Source: an optimization exercise on an open RTL-to-GDS flow (aim: small area and a short achievable clock period). Production flows keep margins and buffers that such runs may drop. Where RTL was checked, it was by simulation tests only, not by an equivalence proof against the original. No activity file was given, so power comes from the tool's default toggle rates.

==> v15 <==
// lightHashDES
module lightHashDES(
    input              clk,
    input              M_valid,
    input              rst_n,
    input      [7:0]   M,
    input     [63:0]   input_length,
    output reg         hash_ready,
    output     [31:0]  digest
);
clock: 3.3 ns
lec_check: 0
cap_margin: 20
core_margin: 2
core_utilization: 40
setup_slack_margin: 1.6
slew_margin: 20
synth_hierarchical: 1
standard.sh (not shown) runs the stock make flow with config.mk's settings and CLKGATE_MAP_FILE= SYNTH_SCRIPT=/design/flow/synth_recipe.tcl, a recipe that flattens the netlist after the stock synthesis.
==> flow/flow/run.sh <==
#!/bin/bash
cp standard.sh standard.sh.txt
export BUFFER_PORTS_ARGS="-buffer_cell sky130_fd_sc_hd__buf_1"
bash standard.sh > standard.log 2>&1
==> inputs of v5, as changes to v15 <==
--- a/flow/config.mk
+++ b/flow/config.mk
@@ -8,6 +8,7 @@
 export CAP_MARGIN = 20
 export CORE_MARGIN = 2
 export CORE_UTILIZATION = 40
+export GPL_TIMING_DRIVEN = 1
 export SETUP_SLACK_MARGIN = 1.6
 export SLEW_MARGIN = 20
 export SYNTH_HIERARCHICAL = 1
==> impl_results.md <==
- Result of the run: finished clean
- Met1 GRT Util: 0.1702
- Unrepaired setup endpoints after global routing: true
- Number of instances in the synthesized netlist: 533
- Critical-path maximum fanout: 6
- Multi-input gates: 369
- Worst path depth: 8
- Average vias per placed instance: 4.578
- Synth-to-layout area growth: 20.56%
- Number of sequential cells in the layout: 103
- Maximum number of pins on one net before global-route repair: 34
- Biggest area consumer among cell classes: multi-input combinational cells
# the run above: v15

==> impl_results.md <==
- Unrepaired setup endpoints after global routing: true
- Number of instances in the synthesized netlist: 533
- Result of the run: finished clean
- Met1 GRT Util: 0.1702
- Number of sequential cells in the layout: 103
- Worst path depth: 8
- Synth-to-layout area growth: 20.56%
# the run above: v5

Function was not checked in any run of this note: the RTL went through the layout flow alone.

* * *

==> v6: inputs <==
==> flow/design.v <==
module Sbox5 (
    input  [5:0] in,
    output reg [3:0] out
);
    reg [1:0] row;
    reg [3:0] column;
    always @(*) begin
        row = {in[5], in[0]};
        column = in[4:1];
        case (column)
            4'b0000 : case (row)
                        2'b00 :  out = 4'b0010;
                        2'b01 :  out = 4'b1110;
                        2'b10 :  out = 4'b0100;
                        2'b11 :  out = 4'b1011;
                     endcase
            4'b0001 : case (row)
                        2'b00 :  out = 4'b1100;
                        2'b01 :  out = 4'b1011;
                        2'b10 :  out = 4'b0010;
                        2'b11 :  out = 4'b1000;
                     endcase
            4'b0010 : case (row)
                        2'b00 :  out = 4'b0100;
                        2'b01 :  out = 4'b0010;
                        2'b10 :  out = 4'b0001;
                        2'b11 :  out = 4'b1100;
                     endcase
            4'b0011 : case (row)
                        2'b00 :  out = 4'b0001;
                        2'b01 :  out = 4'b1100;
                        2'b10 :  out = 4'b1011;
                        2'b11 :  out = 4'b0111;
                     endcase
            4'b0100 : case (row)
                        2'b00 :  out = 4'b0111;
                        2'b01 :  out = 4'b0100;
                        2'b10 :  out = 4'b1100;
                        2'b11 :  out = 4'b0001;
                     endcase
            4'b0101 : case (row)
                        2'b00 :  out = 4'b1010;
                        2'b01 :  out = 4'b0111;  
                        2'b10 :  out = 4'b1101;
                        2'b11 :  out = 4'b1110;
                     endcase
            4'b0110 : case (row)
                        2'b00 :  out = 4'b1011;
                        2'b01 :  out = 4'b1101;
                        2'b10 :  out = 4'b0111;
                        2'b11 :  out = 4'b0010;
                     endcase
            4'b0111 : case (row)
                        2'b00 :  out = 4'b0110;
                        2'b01 :  out = 4'b0001;
                        2'b10 :  out = 4'b1000;
                        2'b11 :  out = 4'b1101;
                     endcase
            4'b1000 : case (row)
                        2'b00 :  out = 4'b1000;
                        2'b01 :  out = 4'b0101;
                        2'b10 :  out = 4'b1111;
                        2'b11 :  out = 4'b0110;
                     endcase
            4'b1001 : case (row)
                        2'b00 :  out = 4'b0101;
                        2'b01 :  out = 4'b0000;
                        2'b10 :  out = 4'b1001;
                        2'b11 :  out = 4'b1111;
                     endcase
            4'b1010 : case (row)
                        2'b00 :  out = 4'b0011;
                        2'b01 :  out = 4'b1111;
                        2'b10 :  out = 4'b1100;
                        2'b11 :  out = 4'b0000;
                     endcase
            4'b1011 : case (row)
                        2'b00 :  out = 4'b1111;
                        2'b01 :  out = 4'b1100;
                        2'b10 :  out = 4'b0101;
                        2'b11 :  out = 4'b1001;
                     endcase
            4'b1100 : case (row)
                        2'b00 :  out = 4'b1101;
                        2'b01 :  out = 4'b0011;
                        2'b10 :  out = 4'b0110;
                        2'b11 :  out = 4'b1100;
                     endcase
            4'b1101 : case (row)
                        2'b00 :  out = 4'b0000;
                        2'b01 :  out = 4'b1001;
                        2'b10 :  out = 4'b0011;
                        2'b11 :  out = 4'b0100;
                     endcase
            4'b1110 : case (row)
                        2'b00 :  out = 4'b1110;
                        2'b01 :  out = 4'b1000;
                        2'b10 :  out = 4'b0000;
                        2'b11 :  out = 4'b0101;
                     endcase
            4'b1111 : case (row)
                        2'b00 :  out = 4'b1001;
                        2'b01 :  out = 4'b0110;
                        2'b10 :  out = 4'b1110;
                        2'b11 :  out = 4'b0011;
                     endcase
            default: out = 4'h0;
        endcase
    end
endmodule
module Round (
    input  [3:0]  s_box_out,
    input  [31:0] h_in,
    output reg [31:0] h_out
);
    reg [3:0] h_in_n [0:7];
    reg [3:0] h_out_n [0:7];
    integer i;
    reg [3:0] temp;
    reg [1:0] rot;  
    always @(*) begin
        h_in_n[7] = h_in[31:28];
        h_in_n[6] = h_in[27:24];
        h_in_n[5] = h_in[23:20];
        h_in_n[4] = h_in[19:16];
        h_in_n[3] = h_in[15:12];
        h_in_n[2] = h_in[11:8];
        h_in_n[1] = h_in[7:4];
        h_in_n[0] = h_in[3:0];
        for (i = 0; i < 8; i = i + 1) begin
            temp = h_in_n[(i + 2) % 8] ^ s_box_out;
            rot = (i/2);  
            if (rot == 0)
                h_out_n[i] = temp & 4'hF;
            else
                h_out_n[i] = ( ((temp << rot) | (temp >> (4 - rot))) & 4'hF );
        end
        h_out = {h_out_n[7], h_out_n[6], h_out_n[5], h_out_n[4],
                 h_out_n[3], h_out_n[2], h_out_n[1], h_out_n[0]};
    end
endmodule
module HashIteration (
    input  [7:0] M,
    output       a,
    output       b
);
    wire [3:0] s;
    Sbox5 sbox (
        .in({M[5], (M[7] ^ M[2]), M[3], M[0], (M[4] ^ M[1]), M[6]}),
        .out(s)
    );
    assign a = s[0] ^ s[2];
    assign b = s[1] ^ s[3];
endmodule
module lightHashDES(
    input              clk,
    input              M_valid,
    input              rst_n,
    input      [7:0]   M,
    input     [63:0]   input_length,
    output reg         hash_ready,
    output     [31:0]  digest
);
    reg        busy;
    reg [63:0] counter;
    reg        a_t, b_t;       
    reg [11:0] f;              
    wire a_m, b_m;
    HashIteration main (.M(M), .a(a_m), .b(b_m));
    wire start = !busy && M_valid;
    wire last  = busy && (counter == 64'd1);
    localparam [11:0] C0 = 12'b1010_1101_0101;    
    localparam [11:0] CP = 12'b0111_1110_0011;
    localparam [11:0] CA = 12'b1000_0110_1111;
    localparam [11:0] CB = 12'b0001_1001_1111;
    always @(posedge clk or negedge rst_n) begin
        if (!rst_n) begin
            busy       <= 1'b0;
            hash_ready <= 1'b0;
        end else begin
            hash_ready <= last;
            busy       <= start | (busy & !last);
        end
    end
    always @(posedge clk) begin
        counter <= start ? input_length : counter - 64'd1;
        a_t     <= a_m;
        b_t     <= b_m;
        f       <= start ? C0 : f ^ CP ^ (CA & {12{a_t}}) ^ (CB & {12{b_t}});
    end
    assign digest = {
        f[4],  f[11], f[4],  f[11], f[8],  f[5],  f[7],  f[6],    
        f[9],  f[9],  f[10], f[10], f[10], 1'b0,  f[9],  1'b0,    
        f[6],  f[8],  f[5],  f[7],  f[6],  f[4],  f[5],  f[4],    
        f[3],  f[0],  f[3],  f[1],  f[2],  f[1],  f[2],  f[0]     
    };
endmodule
==> flow/run.sh <==
#!/bin/bash
# synth_recipe.tcl (not shown) runs the flow's synth.tcl, then flattens the netlist and writes it again
# the make line also repeats each setting of config.mk as NAME=value (left out here)
make -C /OpenROAD-flow-scripts/flow DESIGN_CONFIG=/design/flow/config.mk WORK_HOME=/design/flow/orfs CLKGATE_MAP_FILE= SYNTH_SCRIPT=/design/flow/synth_recipe.tcl finish
==> flow/config.mk <==
export PLATFORM = sky130hd
export DESIGN_NAME = lightHashDES
export DESIGN_NICKNAME = lightHashDES
export VERILOG_FILES = /design/flow/design.v
export SDC_FILE = /design/flow/constraint.sdc
export NUM_CORES = 4
export LEC_CHECK = 0
export CAP_MARGIN = 20
export CORE_MARGIN = 2
export CORE_UTILIZATION = 40
export SLEW_MARGIN = 20
==> flow/constraint.sdc <==
create_clock -name core_clock -period 3.3 [get_ports {clk}]
set_input_delay 0.6600 -clock core_clock [delete_from_list [all_inputs] [get_ports {clk}]]
set_output_delay 0.6600 -clock core_clock [all_outputs]
set_load 0.01 [all_outputs]
==> v2 (differences from v6) <==
--- a/flow/design.v
+++ b/flow/design.v
@@ -168,11 +168,42 @@
     wire a_m, b_m;
     HashIteration main (.M(M), .a(a_m), .b(b_m));
     wire start = !busy && M_valid;
-    wire last  = busy && (counter == 64'd1);
-    localparam [11:0] C0 = 12'b1010_1101_0101;    
-    localparam [11:0] CP = 12'b0111_1110_0011;
-    localparam [11:0] CA = 12'b1000_0110_1111;
-    localparam [11:0] CB = 12'b0001_1001_1111;
+    wire [15:0] gz;
+    genvar j;
+    generate
+        for (j = 0; j < 16; j = j + 1) begin : g_gz
+            assign gz[j] = ~|counter[4*j+3:4*j];
+        end
+    endgenerate
+    wire [3:0] sz;
+    assign sz[0] = &gz[3:0];
+    assign sz[1] = &gz[7:4];
+    assign sz[2] = &gz[11:8];
+    assign sz[3] = &gz[15:12];
+    wire [15:0] bz;
+    generate
+        for (j = 0; j < 16; j = j + 1) begin : g_bz
+            wire sp = (j < 4)  ? 1'b1 :
+                      (j < 8)  ? sz[0] :
+                      (j < 12) ? (sz[0] & sz[1]) : (sz[0] & sz[1] & sz[2]);
+            wire lp = ((j % 4) == 0) ? 1'b1 :
+                      ((j % 4) == 1) ? gz[4*(j/4)] :
+                      ((j % 4) == 2) ? (gz[4*(j/4)] & gz[4*(j/4)+1]) :
+                                       (gz[4*(j/4)] & gz[4*(j/4)+1] & gz[4*(j/4)+2]);
+            assign bz[j] = sp & lp;
+        end
+    endgenerate
+    wire [63:0] tz;
+    generate
+        for (j = 0; j < 16; j = j + 1) begin : g_tz
+            assign tz[4*j]   = bz[j];
+            assign tz[4*j+1] = bz[j] & ~counter[4*j];
+            assign tz[4*j+2] = bz[j] & ~(counter[4*j] | counter[4*j+1]);
+            assign tz[4*j+3] = bz[j] & ~(counter[4*j] | counter[4*j+1] | counter[4*j+2]);
+        end
+    endgenerate
+    wire one = counter[0] & ~|counter[3:1] & (&gz[15:1]);
+    wire last = busy && one;
     always @(posedge clk or negedge rst_n) begin
         if (!rst_n) begin
             busy       <= 1'b0;
@@ -182,8 +213,12 @@
             busy       <= start | (busy & !last);
         end
     end
+    localparam [11:0] C0 = 12'b1010_1101_0101;    
+    localparam [11:0] CP = 12'b0111_1110_0011;
+    localparam [11:0] CA = 12'b1000_0110_1111;
+    localparam [11:0] CB = 12'b0001_1001_1111;
     always @(posedge clk) begin
-        counter <= start ? input_length : counter - 64'd1;
+        counter <= start ? input_length : (counter ^ tz);
         a_t     <= a_m;
         b_t     <= b_m;
         f       <= start ? C0 : f ^ CP ^ (CA & {12{a_t}}) ^ (CB & {12{b_t}});
==> flow/flow/run.sh (new file) <==
#!/bin/bash
cp standard.sh standard.sh.txt
export BUFFER_PORTS_ARGS="-buffer_cell sky130_fd_sc_hd__buf_1"
bash standard.sh > standard.log 2>&1
==> flow/standard.sh (new file) <==
#!/bin/bash
# synth_recipe.tcl (not shown) runs the flow's synth.tcl, then flattens the netlist and writes it again
# the make line also repeats each setting of config.mk as NAME=value (left out here)
make -C /OpenROAD-flow-scripts/flow DESIGN_CONFIG=/design/flow/config.mk WORK_HOME=/design/flow/orfs CLKGATE_MAP_FILE= SYNTH_SCRIPT=/design/flow/synth_recipe.tcl "${@:-finish}"
Settings changed: SETUP_SLACK_MARGIN set to 1.7.
removed: flow/run.sh
==> notes.md <==
Final GP Congestion 0.858; worst setup path startpoint counter[23]; commonest non-fill, non-tap cell in the layout buf_1; synthesized-area fraction occupied by adder cells 6.79%; status finished clean; layout clock buffer count 13; largest net degree at the start of global routing 52
The numbers above come from v2.

==> notes.md <==
status finished clean; worst setup path startpoint counter[0]; layout clock buffer count 12; P per Cell Area 590 nW/um^2; commonest non-fill, non-tap cell in the layout clkdlybuf4s50_1; largest net degree at the start of global routing 37; Initial DRT Pass Iterations 4; Fin Hold WS 0.433 ns; Final GP Congestion 0.835
The numbers above come from v6.

The RTL of v2 was laid out without a check of its function.

-- re-timing with driven ports --
No port has a modelled driver above. Below, the same layouts with a new extraction and two added sets of constraints.
Step 1 sets driving cells, clkbuf_16 on the clock port and buf_2 on the other inputs (assumed; they add their load-dependent delay and slew).
Step 2 moves the port delays by t, midway between the first and last clock arrival at a register: inputs arrive t later, outputs are due t later. That takes back most of the time a late clock gives input paths.
Three values: no drivers, after step 1, after step 2; two values: the first two.
run | t, ns | setup WS [ns] | hold WS [ns] | worst setup path at the end | slew at the worst register clock pin (ns)
v15 | 0.386 | 1.245 / 1.245 / 1.245 | 0.187 / 0.170 / 0.419 | register to register | 0.07 / 0.07
v5 | 0.386 | 1.245 / 1.245 / 1.245 | 0.187 / 0.170 / 0.419 | register to register | 0.07 / 0.07
v6 | 0.376 | 0.250 / 0.250 / 0.115 | 0.433 / 0.433 / 0.433 | input to register | 0.06 / 0.06
v2 | 0.377 | 1.143 / 1.143 / 0.979 | 0.092 / 0.113 / 0.413 | input to register | 0.06 / 0.06
After both steps every run listed still meets setup and hold. For v2, which loses most, drivers alone change the setup slack by 0.000 ns; drivers and shift together by -0.164 ns.
